Background: an optimization exercise with open tools, aiming at small area, a short achievable clock period and few clock cycles. Do not read the settings as production practice.
RTL that was checked went through simulation tests only; none was proved equivalent to the original.
Power is estimated from default activity; no workload was simulated.

// fifo_conv_top
module fifo_conv_top(
input clk,
input rst,
input data_valid,
input [7:0] data_i,
output wire idle,
output wire done,
output wire [15:0] data_o,
output wire conv_done
);
Size: about 320 cells after synthesis, roughly 110 flip-flops, about 30 I/O pins, about 4300 sq um of cells after synthesis.
==> module fifo_conv_top, before the edit <==
module fifo_conv_top(
input clk,
input rst,
input data_valid,
input [7:0] data_i,
output wire idle,
output wire done,
output wire [15:0] data_o,
output wire conv_done
);
assign idle = 1'b1;
reg [7:0] x;           
reg acc;               
reg [7:0] h0, h1;      
reg [2:0] col;         
reg [2:0] row;         
reg signed [10:0] pq;
reg emit;
reg signed [8:0] q0, q1, q2, q3, q4, q5;
reg signed [10:0] out_r;
reg vld_r, done_r;
wire signed [8:0] d = {1'b0, x} - {1'b0, h0};
wire last_col = (col == 3'd4);
wire upd = acc && (col[2] || col[1]);    
always @(posedge clk) begin
  x <= data_i;
  pq <= q0 + (q3 <<< 1);
  out_r <= pq + q5;
  if (acc) begin
    h1 <= x;
    h0 <= h1;
  end
  if (upd) begin
    q0 <= q1; q1 <= q2; q2 <= q3; q3 <= q4; q4 <= q5; q5 <= d;
  end
  if (rst) begin
    acc <= 1'b0;
    col <= 3'd0;
    row <= 3'd0;
    emit <= 1'b0;
    vld_r <= 1'b0;
    done_r <= 1'b0;
  end else begin
    acc <= data_valid;
    emit <= upd && (row[2] || row[1]);
    vld_r <= emit;
    done_r <= (row == 3'd5);
    if (acc) begin
      col <= last_col ? 3'd0 : col + 3'd1;
      if (last_col && row != 3'd5) row <= row + 3'd1;
    end
  end
end
assign data_o = {{5{out_r[10]}}, out_r};
assign conv_done = vld_r;
assign done = done_r;
endmodule
Settings: LEC_CHECK=0, CAP_MARGIN=20, CORE_MARGIN=2, CORE_UTILIZATION=75, PLACE_DENSITY=0.85, SETUP_SLACK_MARGIN=3.1, SLEW_MARGIN=20; clock period 5.0 ns.
standard.sh (not shown) runs the stock make flow with config.mk's settings and CLKGATE_MAP_FILE= SYNTH_SCRIPT=/design/flow/synth_recipe.tcl, a recipe that flattens the netlist after the stock synthesis.
==> flow/flow/run.sh <==
#!/bin/bash
# Own layout flow: the standard flow (standard.sh, standard synthesis
# included) with a few extra ORFS settings read from flow/knobs.txt, one
# VAR=value per line. Each tool's full output stays in the ORFS logs under
# orfs/logs; make's own output goes to make_finish.log here.
set -euo pipefail
W=$(pwd)
knobs=()
if [[ -f flow/knobs.txt ]]; then
  while IFS= read -r line; do
    [[ -z "$line" || "$line" == \#* ]] && continue
    knobs+=("${line//@FLOW@/$W/flow}")
  done < flow/knobs.txt
fi
bash standard.sh "${knobs[@]}" finish > make_finish.log 2>&1
==> flow/flow/knobs.txt <==
CTS_ARGS=-sink_clustering_enable -repair_clock_nets -buf_list sky130_fd_sc_hd__clkbuf_8 -sink_clustering_size 50 -sink_clustering_max_diameter 200 -dont_use_dummy_load
BUFFER_PORTS_ARGS=-buffer_cell sky130_fd_sc_hd__buf_1
The first run completed with no timing, DRC or antenna violations.
Testbench counts at the start, summed over its fixed seeds: cycles 1,624.
Change:
--- a/flow/design.v
+++ b/flow/design.v
@@ -17,19 +17,19 @@
 reg signed [10:0] pq;
 reg emit;
 reg signed [8:0] q0, q1, q2, q3, q4, q5;
 reg signed [10:0] out_r;
 reg vld_r, done_r;
-wire signed [8:0] d = {1'b0, x} - {1'b0, h0};
+wire signed [8:0] d = {1'b0, x} + {1'b1, h0} + 9'd1;    
 wire last_col = (col == 3'd4);
 wire upd = acc && (col[2] || col[1]);    
 always @(posedge clk) begin
   x <= data_i;
   pq <= q0 + (q3 <<< 1);
   out_r <= pq + q5;
   if (acc) begin
-    h1 <= x;
+    h1 <= ~x;
     h0 <= h1;
   end
   if (upd) begin
     q0 <= q1; q1 <= q2; q2 <= q3; q3 <= q4; q4 <= q5; q5 <= d;
   end
After rerunning: Cell area rises by 0.43%. Flip-flop and latch count does not change. Die area decreases by 0.60%. Area after synthesis came out lower by 0.63%. Worst hold slack gets better by 0.049 ns. Critical path depth came out higher by 1. Power increases by 0.64%. Fmax is lower by 2.9%. Cell count hardly moves. Non-clock buffer count came out higher by 4. Core utilization grows by 0.36 points. Via count goes down by 1.5%.
For the second run of this note, only the layout was checked, not whether the RTL still works.

-- re-timing with driven ports --
The flow's constraints put no driver on any port. The routed layouts listed below were extracted and timed again, unchanged, in two steps. Step 1 sets driving cells, clkbuf_16 on the clock port and buf_2 on the other inputs (assumed; they add their load-dependent delay and slew). Step 2 also shifts input and output timing later by t, the mid clock arrival at the registers, as if the neighbouring blocks saw the same clock. a / b / c = ideal ports / drivers / drivers and shift; a / b = the first two.
| run | t (ns) | setup WS [ns] | slew at the worst register clock pin (ns) |
|---|---|---|---|
| the first run | 0.380 | 3.134 / 3.128 / 3.134 | 0.10 / 0.10 |
| the second run | 0.386 | 3.079 / 3.078 / 3.079 | 0.09 / 0.09 |
After both steps setup and hold are still met in every run listed.
